This design comes from an exercise in tuning for small area, a short achievable clock period and few clock cycles per item on the open sky130 flow, not from production work. Function was checked by simulation only, so behaviour that the tests miss may differ from the original. Power and IR drop assume default switching activity.

==> flow/design.v, too long to show whole: its modules and the start of the top module <==
// module multiplier: 5791 lines
module multiplier(
    input clk,
    input logic valid_in,
    input logic[31:0] a,
    input logic[31:0] b,
    output logic valid_out,
    output logic[63:0] r
);
  // ...
==> flow/run.sh <==
#!/bin/bash
# synth_recipe.tcl (not shown) runs the flow's synth.tcl, then flattens the netlist and writes it again
# the make line also repeats each setting of config.mk as NAME=value (left out here)
make -C /OpenROAD-flow-scripts/flow DESIGN_CONFIG=/design/flow/config.mk WORK_HOME=/design/flow/orfs CLKGATE_MAP_FILE= SYNTH_SCRIPT=/design/flow/synth_recipe.tcl finish
==> flow/config.mk <==
export PLATFORM = sky130hd
export DESIGN_NAME = multiplier
export DESIGN_NICKNAME = multiplier
export VERILOG_FILES = /design/flow/design.v
export SDC_FILE = /design/flow/constraint.sdc
export NUM_CORES = 4
export LEC_CHECK = 0
export CAP_MARGIN = 20
export CORE_MARGIN = 2
export CORE_UTILIZATION = 40
export SLEW_MARGIN = 20
==> flow/constraint.sdc <==
create_clock -name core_clock -period 8.0 [get_ports {clk}]
set_input_delay 1.6000 -clock core_clock [delete_from_list [all_inputs] [get_ports {clk}]]
set_output_delay 1.6000 -clock core_clock [all_outputs]
set_load 0.01 [all_outputs]
==> results.yml, run 1 <==
die:
  coreArea_um2: 88200
  io_pins: 131
  die_y_um: 302
  rows: 109
global_route:
  overflow: 0
  grt_pass1_vias: 27970
  antenna_found_initial: 4
  grt_max_degree: 73
pwr:
  pg_clk_uw: 915
  seq-power_uw: 1870
  power_density_nw_per_um2: 408
  leakagePower_uw: 0.0188
finish:
  dominant_cells: "multi-input gates"
  final_area_um2: 39300
  n_all_buffers: 262
  clkbuf_count: 18
  reg_top3: "xr: 63 flops, yr: 62 flops"
  nNonClkInverters: 995
setup_path:
  crit_chain: "clkdlybuf4s50_1 -> buf_4 -> nand2_1 -> fa_1 -> fa_1 -> fa_1 -> fa_1 -> inv_1 -> fa_1 -> inv_1 -> fa_1 -> inv_1 -> fa_1"
  path_buf_inv: 5
  slowest_delay_ns: 1.07
  cp-end-kind: "flip-flop"
  cp.required_ns: 8.18
run:
  drv_cap: 0
synth:
  synth_adder_area_share: 0.540
  synth-xor-area-share: 0.0136
  synth_top_cells_by_area: "fa_1 (51%), edfxtp_1 (11%), inv_1 (10%)"
  synthArstFlopShare: 0
  synth_top_family_by_area: "adder cells"
  synth.area.mux_share: 0.000282
route:
  drtAntennaViolNets: 0
  highest_layer: "met4"
  dr.pass1.iters: 5
  vias_per_cell: 5.10
  routedWlPerCell_um: 23.1
  wl_met2_um: 50600
placed_design:
  dpl.hpwl_um: 91500
  dpl_worst_slack_ns: 0.885
sta:
  tightest_slew_ns: 1.14
  slew_headroom: 0.238
  period_minus_slack_ns: 6.73
  fmax_ghz: 0.149
cts:
  post_cts_buffers: 0
min_path:
  hold_start: "valid_in"
status:
  status: "finished clean"
Testbench counts, summed over its fixed seeds: cycles 16,000, items 16,000.
==> inputs of run 2 (changes only) <==
==> flow/flow/run.sh (new file) <==
#!/bin/bash
# The standard layout, with Yosys's generic abc pass in synth's fine stage
# skipped (SYNTH_ARGS=-noabc) so that extract_fa maps the RTL's carry-save
# full adders to adder cells without inverters between them. Everything else,
# including the final abc mapping, is the standard flow.
set -euo pipefail
cd "$(dirname "$0")/.."
bash standard.sh SYNTH_ARGS=-noabc finish > standard_make.log 2>&1
==> flow/standard.sh (new file) <==
#!/bin/bash
# synth_recipe.tcl (not shown) runs the flow's synth.tcl, then flattens the netlist and writes it again
# the make line also repeats each setting of config.mk as NAME=value (left out here)
make -C /OpenROAD-flow-scripts/flow DESIGN_CONFIG=/design/flow/config.mk WORK_HOME=/design/flow/orfs CLKGATE_MAP_FILE= SYNTH_SCRIPT=/design/flow/synth_recipe.tcl "${@:-finish}"
removed: flow/run.sh
==> run 2 against run 1 <==
  * Hold slack better by 0.0081 ns
  * Global-route usage up 1.7 points
  * Critical path depth unchanged
  * Utilization decreased by 0.69 points
  * Clock power fell by 3.2%
  * Non-clock buffer count shrank 65
  * Power shrank 8.8%
  * Synthesized cell count decreased by 26%
  * Critical endpoint is now r[61]
  * Cell count shrank 23%
==> results.yml, run 2 <==
route:
  routedWlPerCell_um: 30.0
  dr.pass1.iters: 5
  drcViolationCount: 0
  wl_um: 117000
  vias: 23036
  drtIter0Drc: 2421
  vias_per_cell: 5.89
  drtAntennaViolNets: 0
synth:
  synth_top_cells_by_area: "fa_1 (54%), and2_1 (20%), edfxtp_1 (11%)"
  synth_cells: 2816
  synth_edf_count: 125
  ys_ff_latch: 125
  seq_area_frac_synth: 0.113
  synth_compound_area_frac: 0.0460
  synth_adder_area_share: 0.580
  synth.area.mux_share: 0.000303
  synth_warnings: 1
  synth_area_um2: 33100
  synth_top_area_share: 0.545
  synth_most_common_cell: "and2_1"
  synth-xor-area-share: 0.0143
  yosysTopAreaCell: "fa_1"
  synth_commonest_cells: "and2_1 (1034), fa_1 (900), clkbuf_1 (213), edfxtp_1 (125), ha_1 (93)"
  syn-mean-instance-area_um2: 11.7
  synth_top_family_by_area: "adder cells"
  synth_fp_nets: 3875
  synthArstFlopShare: 0
  yosys.area_share.simple: 0.220
  ys.flop_type: "edfxtp_1"
  synth.distinct_cells: 63
pwr:
  seqPwrFrac: 0.132
  switching_share: 0.475
  power_density_nw_per_um2: 406
  clockPowerShare: 0.061
  leakagePower_uw: 0.0151
  peakVddDrop_mv: 0.310
  cellInternalPower_uw: 7660
  comb_power_share: 0.807
  power.switching_uw: 6930
setup_path:
  cp.required_ns: 6.40
  crit_end: "r[61]"
  critPathSlowestCell: "a311oi_1"
  start_kind: "flip-flop"
  crit_chain: "ha_1 -> fa_1 -> a211oi_1 -> o32ai_2 -> a31o_2 -> a31oi_2 -> o21ai_1 -> buf_4 -> a311oi_1 -> nor4bb_1 -> a31oi_1 -> xnor2_1 -> clkdlybuf4s50_1"
  cp_max_fo: 4
  slowest_delay_ns: 0.95
  cp-end-kind: "output pin"
  critical_path.startpoint: "xr[1]"
  crit_type: "reg -> out"
  worstPathArrival_ns: 5.26
status:
  status: "finished clean"
finish:
  largest_reg_flops: 63
  nets: 3876
  postLayoutCoreUtil: 0.438
  area_delta_synth_final_pct: 8.55
  final_area_um2: 35900
  final_cell_mix: "and2_1 (1034), fa_1 (900), edfxtp_1 (125), clkdlybuf4s50_1 (97), ha_1 (93)"
  top_register: "xr"
  nFillCells: 7593
  layout_commonest_cell: "and2_1"
  drive_above_1_share: 0.0502
  reg_top3: "xr: 63 flops, yr: 62 flops"
sta:
  setup_slack_ns: 1.14
  slew_headroom: 0.216
  min_period_over_period: 0.857
  finalSetupViolCount: 0
  fin_hold_ws_ns: 1.72
  setup_tns_ns: 0
  hold_viol: 0
  tightest_slew_ns: 1.17
  slew_violations: 0
  rsz0062_at_grt: "false"
  period_minus_slack_ns: 6.86
  fmax_ghz: 0.146
global_route:
  use_met1: 0.373
  antenna_found_initial: 19
  groute.layer.met3.usage: 0.0623
  grtUsageMet2: 0.450
  grt.busiest_layer: "met2"
  grt_pass1_vias: 26295
  grtUsageTotal: 0.283
  grt_max_degree: 70
  overflow: 0
  grt_pass1_wl_um: 175000
die:
  die_w_um: 292
  die_area_um2: 85000
  coreArea_um2: 82000
  rows: 105
  io_pins: 131
  start_util: 0.403
  die_y_um: 292
cts:
  clockRootBuffer: "clkbuf_16"
  post_cts_buffers: 0
  path_clk_slew_ns: 0.07
  htreeDepth: 4
  cts_tree: "yes"
  cts-resized-gates: 0
  clock_sinks: 125
  cts_buffers: 17
  cts_max_path_buffers: 2
  hold_buffers: 0
placed_design:
  dpl_worst_slack_ns: 0.983
  dpl.hpwl_um: 84600
  dpl-instance-area_um2: 35200
  portBuffers: 129
  gp_congestion: 0.960
min_path:
  hold_class: "in -> reg"
  hold_start: "valid_in"
run:
  drv_cap: 0
## run 2: power groups by stage
stage	combinational [µW]	clock, µW	sequential, µW
3_3_place_gp	11300	0	1920
5_1_grt	12900	923	1950
3_5_place_dp	11700	0	1930
2_1_floorplan	7230	0	1810
6_report	11800	886	1930
4_1_cts	11700	902	1920
## run 2: layout make-up
| class | count | area [µm²] | share of cell area |
|---|---|---|---|
| well taps | 1070 | 1340 | 0.0373 |
| clock buffers | 22 | 444 | 0.0124 |
| clock inverters | 9 | 191 | 0.00533 |
| diodes | 9 | 22.5 | 0.000627 |
| repair buffers | 197 | 1640 | 0.0458 |
| flip-flops and latches | 125 | 3750 | 0.105 |
| inverters | 14 | 52.6 | 0.00146 |
| multi-input cells | 2462 | 28500 | 0.793 |
## run 2: metrics by stage
stage	instances	total power, µW
3_5_place_dp	3868	13600
4_1_cts	3899	14500
3_3_place_gp	3868	13300
6_report	3908	14600
5_1_grt	3902	15800
2_1_floorplan	2816	9030
## run 2: how the worst min path moves through the flow
stage	endpoint	slack (ns)	cells past startpoint
floorplan	xr[0]	1.71	0
global placement	xr[22]	2.22	1
detailed placement	xr[22]	2.23	1
CTS	xr[22]	1.71	1
global route	xr[22]	1.76	1
finish	xr[22]	1.72	1
## run 2: kinds of logic after synthesis
logic type / after synthesis
simple gates: 1189
fa+ha+maj: 993
buf+inv: 229
compound gates: 224
flops: 125
xor+xnor: 54
other cells: 1
mux: 1
## run 2: layer usage
layer | vias to the layer above | wire length (µm)
met5 | - | 97
met4 | 16 | 5410
met3 | 349 | 11100
met2 | 1453 | 54500
met1 | 12318 | 46200
li1 | 8900 | -
## run 2: critical path: cells and delay by family, from the launching register on
kind	cells	cell delay (ns)
compound gates	7	2.62
xor+xnor	1	0.18
fa+ha+maj	2	0.68
buf+inv	2	0.81
flops	1	0.36
simple gates	1	0.15
==> inputs of run 3 (changes only) <==
--- a/flow/config.mk
+++ b/flow/config.mk
@@ -5,7 +5,8 @@
 export SDC_FILE = /design/flow/constraint.sdc
 export NUM_CORES = 4
 export LEC_CHECK = 0
+export ABC_CLOCK_PERIOD_IN_PS = 3000
 export CAP_MARGIN = 20
 export CORE_MARGIN = 2
-export CORE_UTILIZATION = 40
+export CORE_UTILIZATION = 60
 export SLEW_MARGIN = 20
==> run 3 against run 2 <==
  * Still clean
  * Cell count shrank 9.7%
  * Worst setup slack gained 0.25 ns
  * Global-route usage grew 12 points
  * Hold slack gained 0.063 ns
  * Clock-buffer cell count shrank 5
==> results.yml, run 3 <==
synth:
  synth_commonest_cells: "and2_1 (1034), fa_1 (900), clkbuf_1 (213), edfxtp_1 (125), ha_1 (93)"
  synthArstFlopShare: 0
  yosysTopAreaCell: "fa_1"
  synth_edf_count: 125
  synth_warnings: 1
  synth_cells: 2816
  synth.distinct_cells: 63
  ys.flop_type: "edfxtp_1"
  synth_top_cells_by_area: "fa_1 (54%), and2_1 (20%), edfxtp_1 (11%)"
  seq_area_frac_synth: 0.113
  synth_area_um2: 33100
  ys_ff_latch: 125
  synth_top_area_share: 0.545
  synth_most_common_cell: "and2_1"
  synth_fp_nets: 3875
  syn-mean-instance-area_um2: 11.7
die:
  coreArea_um2: 54800
  die_area_um2: 57000
  io_pins: 131
  die_y_um: 239
  die_w_um: 239
  rows: 86
  start_util: 0.604
placed_design:
  portBuffers: 129
  dpl-instance-area_um2: 34700
  gp_congestion: 0.977
  dpl.hpwl_um: 79400
global_route:
  grt_pass1_vias: 25546
  antenna_found_initial: 6
  overflow: 0
  grt_pass1_wl_um: 165000
  grt_max_degree: 68
  groute.layer.met3.usage: 0.127
  grtUsageMet2: 0.612
  grt.busiest_layer: "met2"
  use_met1: 0.561
  grtUsageTotal: 0.406
status:
  status: "finished clean"
pwr:
  clockPowerShare: 0.054
  power_density_nw_per_um2: 430
  leakagePower_uw: 0.0150
  cellInternalPower_uw: 7790
  seqPwrFrac: 0.128
  peakVddDrop_mv: 0.400
  switching_share: 0.487
  comb_power_share: 0.818
  power.switching_uw: 7400
sta:
  hold_viol: 0
  slew_violations: 0
  setup_tns_ns: 0
  rsz0062_at_grt: "false"
  fmax_ghz: 0.151
  min_period_over_period: 0.826
  slew_headroom: 0.234
  tightest_slew_ns: 1.15
  finalSetupViolCount: 0
  period_minus_slack_ns: 6.61
setup_path:
  worstPathArrival_ns: 5.01
  cp_max_fo: 4
  cp-end-kind: "output pin"
  start_kind: "flip-flop"
  crit_end: "r[49]"
  cp.required_ns: 6.40
  critical_path.startpoint: "xr[1]"
  crit_type: "reg -> out"
finish:
  largest_reg_flops: 63
  area_delta_synth_final_pct: 6.85
  final_cell_mix: "and2_1 (1034), fa_1 (900), edfxtp_1 (125), clkdlybuf4s50_1 (94), ha_1 (93)"
  drive_above_1_share: 0.0521
  top_register: "xr"
  nFillCells: 4237
  reg_top3: "xr: 63 flops, yr: 62 flops"
  nets: 3871
  layout_commonest_cell: "and2_1"
  final_area_um2: 35300
cts:
  cts_tree: "yes"
  post_cts_buffers: 0
  clockRootBuffer: "clkbuf_16"
  clock_sinks: 125
  path_clk_slew_ns: 0.06
  cts_max_path_buffers: 2
  hold_buffers: 0
  htreeDepth: 4
  cts-resized-gates: 0
  cts_buffers: 17
route:
  routedWlPerCell_um: 31.1
  dr.pass1.iters: 6
  drcViolationCount: 0
  vias_per_cell: 6.50
  drtIter0Drc: 2136
  vias: 22918
  wl_um: 110000
  drtAntennaViolNets: 0
min_path:
  hold_class: "in -> reg"
run:
  drv_cap: 0
==> run 3: cell counts after synthesis <==
Identical to the previous run, type by type.
==> run 3: worst max-delay path, cell delays in order (launching register included) <==
cell and delay [ns]:
edfxtp_1 0.37, ha_1 0.24, fa_1 0.43, a211oi_1 0.45, o32ai_2 0.20, a31o_2 0.31
a31oi_2 0.31, o21ai_1 0.29, a311oi_1 0.79, nor2_1 0.19, a31oi_1 0.24, xnor2_1 0.15
clkdlybuf4s50_1 0.56
==> run 3: cells by family (layout without fill, tap and decap cells) <==
kind of cell	after synthesis	count (layout)	share of synthesized area
xor gates and xnor gates	54	54	0.0143
AOI/OAI and AO/OA	224	224	0.0460
buffers and inverters	229	236	0.0262
adders and majority gates	993	993	0.580
other	1	2	0.000113
and+or+nand+nor	1189	1189	0.220
DFF	125	125	0.113
muxes	1	1	0.000303
==> run 3: stage by stage <==
stage / total power [µW] / util / hold WS [ns] / cells / worst slack [ns]
floorplan: 9030 / - / 1.71 / 2816 / 2.19
global route: 16400 / 0.645 / 1.83 / 3527 / 1.09
global placement: 13700 / 0.634 / 2.30 / 3497 / 1.23
CTS: 14900 / 0.645 / 1.79 / 3527 / 1.38
finish: 15200 / 0.645 / 1.78 / 3528 / 1.39
detailed placement: 14000 / 0.634 / 2.30 / 3497 / 1.17
==> run 3: worst min path at each step <==
| stage | startpoint | slack (ns) | cells after the start | end |
|---|---|---|---|---|
| after floorplan | valid_in | 1.71 | 0 | xr[0] |
| after global placement | valid_in | 2.30 | 1 | yr[50] |
| after detailed placement | valid_in | 2.30 | 1 | yr[48] |
| after CTS | valid_in | 1.79 | 1 | yr[47] |
| after global routing | valid_in | 1.83 | 1 | xr[50] |
| final | valid_in | 1.78 | 1 | yr[48] |
==> run 3: layout make-up <==
class | instances | area, µm² | area share
diodes | 1 | 2.50 | 0.0000708
clock buffers | 17 | 425 | 0.0120
clock inverters | 13 | 168 | 0.00474
inverters | 14 | 52.6 | 0.00149
multi-input cells | 2462 | 28500 | 0.805
flip-flops and latches | 125 | 3750 | 0.106
well taps | 704 | 881 | 0.0249
repair buffers | 192 | 1600 | 0.0454
==> run 3: power by group through the flow <==
stage | registers, µW | clock network (µW) | logic [µW]
after floorplan | 1810 | 0 | 7230
after global placement | 1930 | 0 | 11800
after detailed placement | 1940 | 0 | 12100
after CTS | 1930 | 830 | 12200
after global routing | 1960 | 846 | 13500
final | 1940 | 818 | 12400
==> run 3: layer usage <==
layer / wire (µm) / up-vias
met1: 43000 / 12225
met2: 49400 / 1542
met4: 3880 / 6
li1: - / 8878
met5: 46 / -
met3: 13600 / 267
==> inputs of run 4 (changes only) <==
--- a/flow/config.mk
+++ b/flow/config.mk
@@ -9,4 +9,5 @@
 export CAP_MARGIN = 20
 export CORE_MARGIN = 2
 export CORE_UTILIZATION = 60
+export SETUP_SLACK_MARGIN = 3.5
 export SLEW_MARGIN = 20
==> run 4 against run 3 <==
  * Still clean on timing, DRC and antenna
  * Global-route usage increased by 4.4 points
  * Utilization grew 10 points
  * Combinational power rose by 27%
  * Sequential share of layout area down 1.4 points
  * Worst setup slack better by 1.2 ns
  * Final area is 16% higher
  * Fmax is 21% higher
  * Critical path type is now in -> reg
==> results.yml, run 4 <==
global_route:
  grt_max_degree: 79
  antenna_found_initial: 23
  grt_pass1_vias: 27257
  grt_pass1_wl_um: 180000
  overflow: 0
  grtUsageTotal: 0.449
finish:
  final_cell_mix: "and2_1 (881), fa_1 (512), fa_2 (388), and2_4 (153), edfxtp_1 (125)"
  nets: 4062
  area_delta_synth_final_pct: 23.7
  postLayoutCoreUtil: 0.747
  drive_above_1_share: 0.360
  top_register: "xr"
  largest_reg_flops: 63
  reg_top3: "xr: 63 flops, yr: 62 flops"
  layout_commonest_cell: "and2_1"
cts:
  clock_sinks: 125
  htreeDepth: 4
  path_clk_slew_ns: 0.08
  cts_tree: "yes"
  cts_buffers: 17
  clockRootBuffer: "clkbuf_16"
  cts_max_path_buffers: 2
synth:
  synth_edf_count: 125
  synthArstFlopShare: 0
  ys_ff_latch: 125
  ys.flop_type: "edfxtp_1"
  synth_most_common_cell: "and2_1"
  yosysTopAreaCell: "fa_1"
  synth_commonest_cells: "and2_1 (1034), fa_1 (900), clkbuf_1 (213), edfxtp_1 (125), ha_1 (93)"
  synth_warnings: 1
  synth_top_area_share: 0.545
  synth_fp_nets: 3875
  seq_area_frac_synth: 0.113
  synth_top_cells_by_area: "fa_1 (54%), and2_1 (20%), edfxtp_1 (11%)"
  synth.distinct_cells: 63
  syn-mean-instance-area_um2: 11.7
  synth_cells: 2816
  synth_area_um2: 33100
route:
  drcViolationCount: 0
  dr.pass1.iters: 7
  routedWlPerCell_um: 33.0
  drtIter0Drc: 2396
  vias_per_cell: 6.57
  drtAntennaViolNets: 0
  wl_um: 123000
  vias: 24521
sta:
  rsz0062_at_grt: "true"
  hold_viol: 0
  fmax_ghz: 0.184
  setup_tns_ns: 0
  slew_violations: 0
  tightest_slew_ns: 1.09
  period_minus_slack_ns: 5.45
  slew_headroom: 0.270
  min_period_over_period: 0.681
  finalSetupViolCount: 0
setup_path:
  crit_end: "yr[27]"
  crit_type: "in -> reg"
  cp-end-kind: "flip-flop"
  critPathSlowestCell: "fa_2"
  worstPathArrival_ns: 5.65
  critical_path.startpoint: "a[10]"
  slowest_delay_ns: 0.58
  start_kind: "primary input"
  cp_common_cell: "fa_2"
  cp_max_fo: 6
  cp.required_ns: 8.20
  crit_chain: "buf_12 -> buf_12 -> buf_16 -> and2_1 -> fa_2 -> fa_2 -> fa_1 -> fa_2 -> fa_2 -> fa_2 -> fa_2"
status:
  status: "finished clean"
die:
  io_pins: 131
  rows: 86
  start_util: 0.604
  die_area_um2: 57000
  die_w_um: 239
  coreArea_um2: 54800
  die_y_um: 239
pwr:
  power_density_nw_per_um2: 453
  leakagePower_uw: 0.0167
  peakVddDrop_mv: 0.698
placed_design:
  portBuffers: 129
  dpl.hpwl_um: 77100
  gp_congestion: 0.944
min_path:
  hold_class: "in -> reg"
run:
  drv_cap: 0
==> run 4: cell counts after synthesis <==
Identical to the previous run, type by type.
==> run 4: repair_timing <==
action / in CTS / in global routing
setup buffers: 107 / 43
setup endpoints to repair: 161 / 139
pin swaps: 339 / 189
hold buffers: 0 / 0
endpoints found under the hold margin: 0 / 0
cloned: 30 / 0
resized for setup: 1013 / 168
==> run 4: logic make-up (layout without fill, tap and decap cells) <==
logic type / Yosys count / in the layout / synth area share
AND/OR/NAND/NOR: 1189 / 1189 / 0.220
adder cells (fa/ha/maj): 993 / 993 / 0.580
buffers and inverters: 229 / 429 / 0.0262
AO/OA/AOI/OAI: 224 / 224 / 0.0460
flip-flops: 125 / 125 / 0.113
XOR/XNOR: 54 / 54 / 0.0143
other: 1 / 14 / 0.000113
multiplexers: 1 / 1 / 0.000303
==> run 4: cell type report <==
cell class	count	area (µm²)
multi-input combinational	2462	30900
fill	3513	13800
timing repair buffer	383	4710
sequential	125	3750
tap	704	881
clock buffer	18	429
clock inverter	14	160
inverter	14	52.6
antenna	13	32.5
==> run 4: worst min path at each step <==
stage | startpoint | to | cells after the start
global placement | valid_in | yr[4] | 1
global route | b[0] | xr[0] | 2
CTS | b[0] | xr[0] | 2
floorplan | valid_in | xr[0] | 0
detailed placement | valid_in | yr[4] | 1
finish | b[0] | xr[0] | 2
==> run 4: worst max-delay path: cells and delay by family <==
| kind | cells | cell delay [ns] |
|---|---|---|
| adders and majority gates | 7 | 3.47 |
| buffers and inverters | 3 | 0.39 |
| and+or+nand+nor | 1 | 0.17 |
==> run 4: where the power goes <==
part / total, µW / switching (µW) / leakage [µW] / internal [µW]
Sequential: 1940 / 200 / 0.00122 / 1740
Combinational: 15800 / 8560 / 0.0152 / 7250
Clock: 800 / 335 / 0.000280 / 465
Total: 18600 / 9100 / 0.0167 / 9460
==> run 4: per-stage QoR <==
stage	hold WS [ns]	power [µW]	instances	setup slack, ns	cell area, µm²
3_3_place_gp	2.14	15200	3508	1.03	35700
6_report	1.60	18600	3733	2.55	40900
2_1_floorplan	1.71	9520	2816	2.42	34400
5_1_grt	1.59	19600	3723	2.56	40900
3_5_place_dp	2.14	15500	3508	1.04	35700
4_1_cts	1.56	17200	3677	2.60	39900
==> run 4: routing by layer <==
| layer | up-vias | GRT usage | part of all wire |
|---|---|---|---|
| met5 | - | 0 | 0.00084 |
| met4 | 16 | 0.240 | 0.061 |
| met3 | 477 | 0.179 | 0.14 |
| met2 | 1853 | 0.661 | 0.44 |
| met1 | 12872 | 0.576 | 0.36 |
| li1 | 9303 | - | - |
==> inputs of run 5 (changes only) <==
--- a/flow/config.mk
+++ b/flow/config.mk
@@ -9,5 +9,5 @@
 export CAP_MARGIN = 20
 export CORE_MARGIN = 2
 export CORE_UTILIZATION = 60
-export SETUP_SLACK_MARGIN = 3.5
+export SETUP_SLACK_MARGIN = 2.5
 export SLEW_MARGIN = 20
==> run 5 against run 4 <==
  * Still clean on timing, DRC and antenna
  * Worst setup slack got worse by 0.14 ns
  * Non-clock buffer count decreased by 154
  * Sequential power grew 4%
  * Sequential share of layout area grew 1.0 points
  * Global-route usage is 3.2 points lower
  * Critical endpoint is now yr[36]
  * Largest cell class unchanged
  * Largest power group unchanged
==> results.yml, run 5 <==
sta:
  setup_tns_ns: 0
  rsz0062_at_grt: "true"
  period_minus_slack_ns: 5.59
  fmax_ghz: 0.179
  min_period_over_period: 0.699
  finalSetupViolCount: 0
  slew_headroom: 0.275
  tightest_slew_ns: 1.09
  slew_violations: 0
  hold_viol: 0
synth:
  ys.flop_type: "edfxtp_1"
  syn-mean-instance-area_um2: 11.7
  synth_top_area_share: 0.545
  synth.distinct_cells: 63
  synth_warnings: 1
  synth_top_cells_by_area: "fa_1 (54%), and2_1 (20%), edfxtp_1 (11%)"
  synth_fp_nets: 3875
  synth_edf_count: 125
  ys_ff_latch: 125
  synth_commonest_cells: "and2_1 (1034), fa_1 (900), clkbuf_1 (213), edfxtp_1 (125), ha_1 (93)"
  seq_area_frac_synth: 0.113
  synth_cells: 2816
  synth_most_common_cell: "and2_1"
  yosysTopAreaCell: "fa_1"
  synthArstFlopShare: 0
  synth_area_um2: 33100
cts:
  clockRootBuffer: "clkbuf_16"
  cts_buffers: 17
  path_clk_slew_ns: 0.07
  cts_tree: "yes"
  clock_sinks: 125
  cts_max_path_buffers: 2
  htreeDepth: 4
  hold_buffers: 0
finish:
  layout_commonest_cell: "and2_1"
  drive_above_1_share: 0.119
  nets: 3908
  top_register: "xr"
  final_cell_mix: "and2_1 (1020), fa_1 (820), edfxtp_1 (125), buf_4 (82), fa_2 (80)"
  largest_reg_flops: 63
  postLayoutCoreUtil: 0.672
  reg_top3: "xr: 63 flops, yr: 62 flops"
  fin_cells: 3573
  area_delta_synth_final_pct: 11.3
  nFillCells: 4076
setup_path:
  cp_max_fo: 5
  start_kind: "primary input"
  slowest_delay_ns: 0.55
  cp-end-kind: "flip-flop"
  critPathSlowestCell: "fa_2"
  crit_chain: "buf_6 -> buf_12 -> buf_12 -> and2_4 -> fa_1 -> fa_2 -> fa_2 -> fa_2 -> fa_2 -> fa_2 -> fa_2 -> fa_2"
  cp.required_ns: 8.23
  cp_common_cell: "fa_2"
  worstPathArrival_ns: 5.82
  crit_type: "in -> reg"
placed_design:
  dpl.hpwl_um: 75000
  portBuffers: 129
  gp_congestion: 0.941
  placed_cells: 3471
route:
  vias: 23223
  vias_per_cell: 6.50
  drtIter0Drc: 2400
  drtAntennaViolNets: 0
  wl_um: 114000
  routedWlPerCell_um: 31.8
  drcViolationCount: 0
  dr.pass1.iters: 5
die:
  io_pins: 131
  start_util: 0.604
  rows: 86
  die_y_um: 239
  die_area_um2: 57000
  die_w_um: 239
  coreArea_um2: 54800
pwr:
  peakVddDrop_mv: 0.331
  power_density_nw_per_um2: 428
  leakagePower_uw: 0.0156
global_route:
  overflow: 0
  grt_pass1_vias: 26009
  grt_max_degree: 75
  grtUsageTotal: 0.418
  grt_pass1_wl_um: 168000
  antenna_found_initial: 9
run:
  drv_cap: 0
min_path:
  hold_class: "in -> reg"
status:
  status: "finished clean"
run 5: cells by family (layout without fill, tap and decap cells):
kind of cell / Yosys count / after routing / synth area share
simple gates: 1189 / 1189 / 0.220
buf+inv: 229 / 275 / 0.0262
other cells: 1 / 8 / 0.000113
mux: 1 / 1 / 0.000303
flops: 125 / 125 / 0.113
fa+ha+maj: 993 / 993 / 0.580
compound gates: 224 / 224 / 0.0460
xor+xnor: 54 / 54 / 0.0143
run 5: through the flow:
stage / hold WS, ns / setup slack, ns / instance area (µm²) / total power, µW
finish: 1.70 / 2.41 / 36800 / 15700
global route: 1.68 / 2.31 / 36800 / 16900
CTS: 1.66 / 2.42 / 36200 / 15300
detailed placement: 2.20 / 0.955 / 34600 / 14100
global placement: 2.19 / 1.04 / 34600 / 13600
floorplan: 1.71 / 2.42 / 33300 / 9090
run 5: worst max-delay path, delay by kind of cell:
kind | cells | cell delay (ns)
fa+ha+maj | 8 | 3.70
buf+inv | 3 | 0.37
simple gates | 1 | 0.15
run 5: layout make-up:
type                            count  area [µm²]  area share
Antenna cell                        7        17.5    0.000476
Clock buffer                       18         429      0.0117
Clock inverter                     14         160     0.00435
Inverter                           14        52.6     0.00143
Multi-Input combinational cell   2462       28900       0.786
Sequential cell                   125        3750       0.102
Tap cell                          704         881      0.0239
Timing Repair Buffer              229        2580      0.0702
run 5: path summary, 6_finish.rpt:
path              slack (ns)  startpoint      to  depth (start not counted)
hold / removal          1.70        a[1]   yr[1]                          2
setup / recovery        2.41        a[7]  yr[36]                         12
run 5: power breakdown:
| group | total (µW) | switching, µW | leakage, µW | internal, µW |
|---|---|---|---|---|
| registers | 2010 | 263 | 0.00122 | 1740 |
| clock network | 819 | 356 | 0.000281 | 464 |
| logic | 12900 | 6930 | 0.0141 | 5990 |
run 5: repair_timing:
item / 4_1_cts / 5_1_grt
pin swaps: 35 / 58
gates cloned: 10 / 3
buffers inserted: 29 / 21
resized for setup: 213 / 120
endpoints found under the setup margin: 104 / 57
run 5: metal layers:
layer | routed length, µm | vias to the layer above | track usage
li1 | - | 8991 | -
met1 | 43400 | 12335 | 0.569
met2 | 51600 | 1616 | 0.624
met3 | 14300 | 277 | 0.134
met4 | 4370 | 4 | 0.178
met5 | 24 | - | 0
==> inputs of run 6 (changes only) <==
--- a/flow/config.mk
+++ b/flow/config.mk
@@ -8,6 +8,6 @@
 export ABC_CLOCK_PERIOD_IN_PS = 3000
 export CAP_MARGIN = 20
 export CORE_MARGIN = 2
-export CORE_UTILIZATION = 60
+export CORE_UTILIZATION = 70
 export SETUP_SLACK_MARGIN = 2.5
 export SLEW_MARGIN = 20
==> run 6 against run 5 <==
  * Synthesized area unchanged
  * First-iteration DRC count up 28%
  * Fmax up 1.2%
  * Clock power down 3.5%
  * Critical path type unchanged
  * Synthesized cell count unchanged
  * Via count up 3.8%
  * Sequential cell count unchanged
  * Critical path depth down 3
  * Utilization up 11 points
  * Still clean
==> results.yml, run 6 <==
status:
  status: "finished clean"
finish:
  multiInputGateArea_um2: 28900
  area_delta_synth_final_pct: 10.3
  seq_area_um2: 3750
  nets: 3888
  layout_commonest_cell: "and2_1"
  drive_above_1_share: 0.115
  final_cell_mix: "and2_1 (1023), fa_1 (804), edfxtp_1 (125), fa_2 (96), ha_1 (83)"
  postLayoutCoreUtil: 0.784
  reg_top3: "xr: 63 flops, yr: 62 flops"
  nFillCells: 2864
  top_register: "xr"
  largest_reg_flops: 63
global_route:
  overflow: 0
  grt_pass1_vias: 26877
  grtUsageTotal: 0.464
  antenna_found_initial: 10
  grt_max_degree: 72
  grt_pass1_wl_um: 165000
setup_path:
  cp.required_ns: 8.18
  slowest_delay_ns: 0.56
  cp-end-kind: "flip-flop"
  crit_type: "in -> reg"
  cp_max_fo: 32
  start_kind: "primary input"
  crit_chain: "buf_4 -> and2_1 -> fa_1 -> fa_1 -> fa_1 -> fa_1 -> fa_2 -> fa_1 -> fa_2"
  worstPathArrival_ns: 5.71
  critPathSlowestCell: "fa_1"
  path_buf_inv: 1
  cp_common_cell: "fa_1"
  cp_top_family: "adder cells"
  critical_path.startpoint: "b[7]"
min_path:
  hold_start: "b[0]"
  hold_class: "in -> reg"
synth:
  synth_area_um2: 33100
  synth_top_cells_by_area: "fa_1 (54%), and2_1 (20%), edfxtp_1 (11%)"
  ys.flop_type: "edfxtp_1"
  synthArstFlopShare: 0
  syn-mean-instance-area_um2: 11.7
  synth.distinct_cells: 63
  synth_most_common_cell: "and2_1"
  seq_area_frac_synth: 0.113
  synth_warnings: 1
  synth_commonest_cells: "and2_1 (1034), fa_1 (900), clkbuf_1 (213), edfxtp_1 (125), ha_1 (93)"
  synth_top_area_share: 0.545
  synth_fp_nets: 3875
  yosysTopAreaCell: "fa_1"
  synth_edf_count: 125
  ys_ff_latch: 125
  synth_cells: 2816
sta:
  rsz0062_at_grt: "true"
  slew_headroom: 0.376
  fmax_ghz: 0.181
  period_minus_slack_ns: 5.52
  hold_viol: 0
  finalSetupViolCount: 0
  tightest_slew_ns: 0.936
  setup_slack_ns: 2.48
  setup_tns_ns: 0
  min_period_over_period: 0.691
  slew_violations: 0
die:
  start_util: 0.710
  io_pins: 131
  die_y_um: 221
  die_area_um2: 49000
  coreArea_um2: 46600
  rows: 79
  die_w_um: 221
placed_design:
  gp_congestion: 1.00
  dpl_worst_slack_ns: 1.12
  portBuffers: 129
  dpl.hpwl_um: 73100
cts:
  path_clk_slew_ns: 0.06
  clockRootBuffer: "clkbuf_16"
  hold_buffers: 0
  cts_max_path_buffers: 2
  cts_buffers: 17
  clock_sinks: 125
  htreeDepth: 4
  cts_tree: "yes"
route:
  drtAntennaViolNets: 0
  vias_per_cell: 6.96
  routedWlPerCell_um: 31.9
  dr.pass1.iters: 8
  drtIter0Drc: 3078
  vias: 24115
  wl_um: 111000
  drcViolationCount: 0
pwr:
  total_power_uw: 16400
  peakVddDrop_mv: 0.702
  power_density_nw_per_um2: 450
  leakagePower_uw: 0.0154
run:
  drv_cap: 0
-- run 6: cell families after synthesis --
kind of cell    after synthesis  synth area share
compound gates              224            0.0460
xor+xnor                     54            0.0143
fa+ha+maj                   993             0.580
buf+inv                     229            0.0262
flops                       125             0.113
mux                           1          0.000303
other cells                   1          0.000113
simple gates               1189             0.220
-- run 6: worst paths after layout --
path | slack (ns) | cells after the start | end
worst max-delay path | 2.48 | 9 | yr[38]
worst min-delay path | 1.64 | 2 | xr[0]
-- run 6: stage by stage --
step | std cells | cell area, µm² | hold slack [ns]
floorplan | 2816 | 33300 | 1.71
global placement | 3380 | 34600 | 2.10
detailed placement | 3380 | 34600 | 2.11
CTS | 3439 | 36000 | 1.63
global route | 3450 | 36400 | 1.65
finish | 3467 | 36500 | 1.64
-- run 6: power by group --
part	total (µW)	internal, µW	switching, µW	leakage [µW]
Clock	790	462	328	0.000286
Combinational	13700	6120	7570	0.0139
Sequential	1920	1740	179	0.00122
Total	16400	8330	8080	0.0154
-- run 6: cell type report --
cell class | instances | share of cell area
Multi-Input combinational cell | 2462 | 0.793
Sequential cell | 125 | 0.103
Timing Repair Buffer | 209 | 0.0642
Tap cell | 607 | 0.0208
Clock buffer | 17 | 0.0117
Clock inverter | 15 | 0.00442
Inverter | 14 | 0.00144
Antenna cell | 18 | 0.00123
-- run 6: layer usage --
layer | vias up | part of all wire | track usage
met3 | 524 | 0.16 | 0.205
met2 | 2271 | 0.44 | 0.686
li1 | 8946 | - | -
met5 | - | 0.00016 | 0.000978
met4 | 2 | 0.058 | 0.241
met1 | 12372 | 0.34 | 0.585
-- run 6: repair_timing --
action	in CTS	in global routing
pin swaps	27	70
setup buffers	13	8
gates resized for setup	233	126
cloned	14	2
endpoints found under the setup margin	113	61

## afterwards: timing with drivers on the ports
How much do the figures lean on ideal ports? The routed layouts below were timed once more, with nothing changed but the port constraints.
Step 1: set_driving_cell puts a clkbuf_16 on clk and a buf_2 on each other input, an assumption about the parent block.
Step 2 also shifts input and output timing later by t, the mid clock arrival at the registers, as if the neighbouring blocks saw the same clock.
Three values: no drivers, after step 1, after step 2; two values: the first two.
run	t, ns	setup WS [ns]	worst data-port slew with drivers (ns)
run 1	0.505	1.274 / 1.242 / 0.737	0.12
run 2	0.538	1.145 / 1.076 / 0.864	0.08
run 3	0.540	1.394 / 1.334 / 1.030	0.05
run 4	0.504	2.554 / 2.557 / 2.053	0.13
run 5	0.532	2.410 / 2.432 / 1.900	0.07
run 6	0.512	2.476 / 2.499 / 1.997	0.11
After both steps setup and hold are still met in every run listed. For run 1, which loses most, drivers alone change the setup slack by -0.032 ns; drivers and shift together by -0.537 ns.
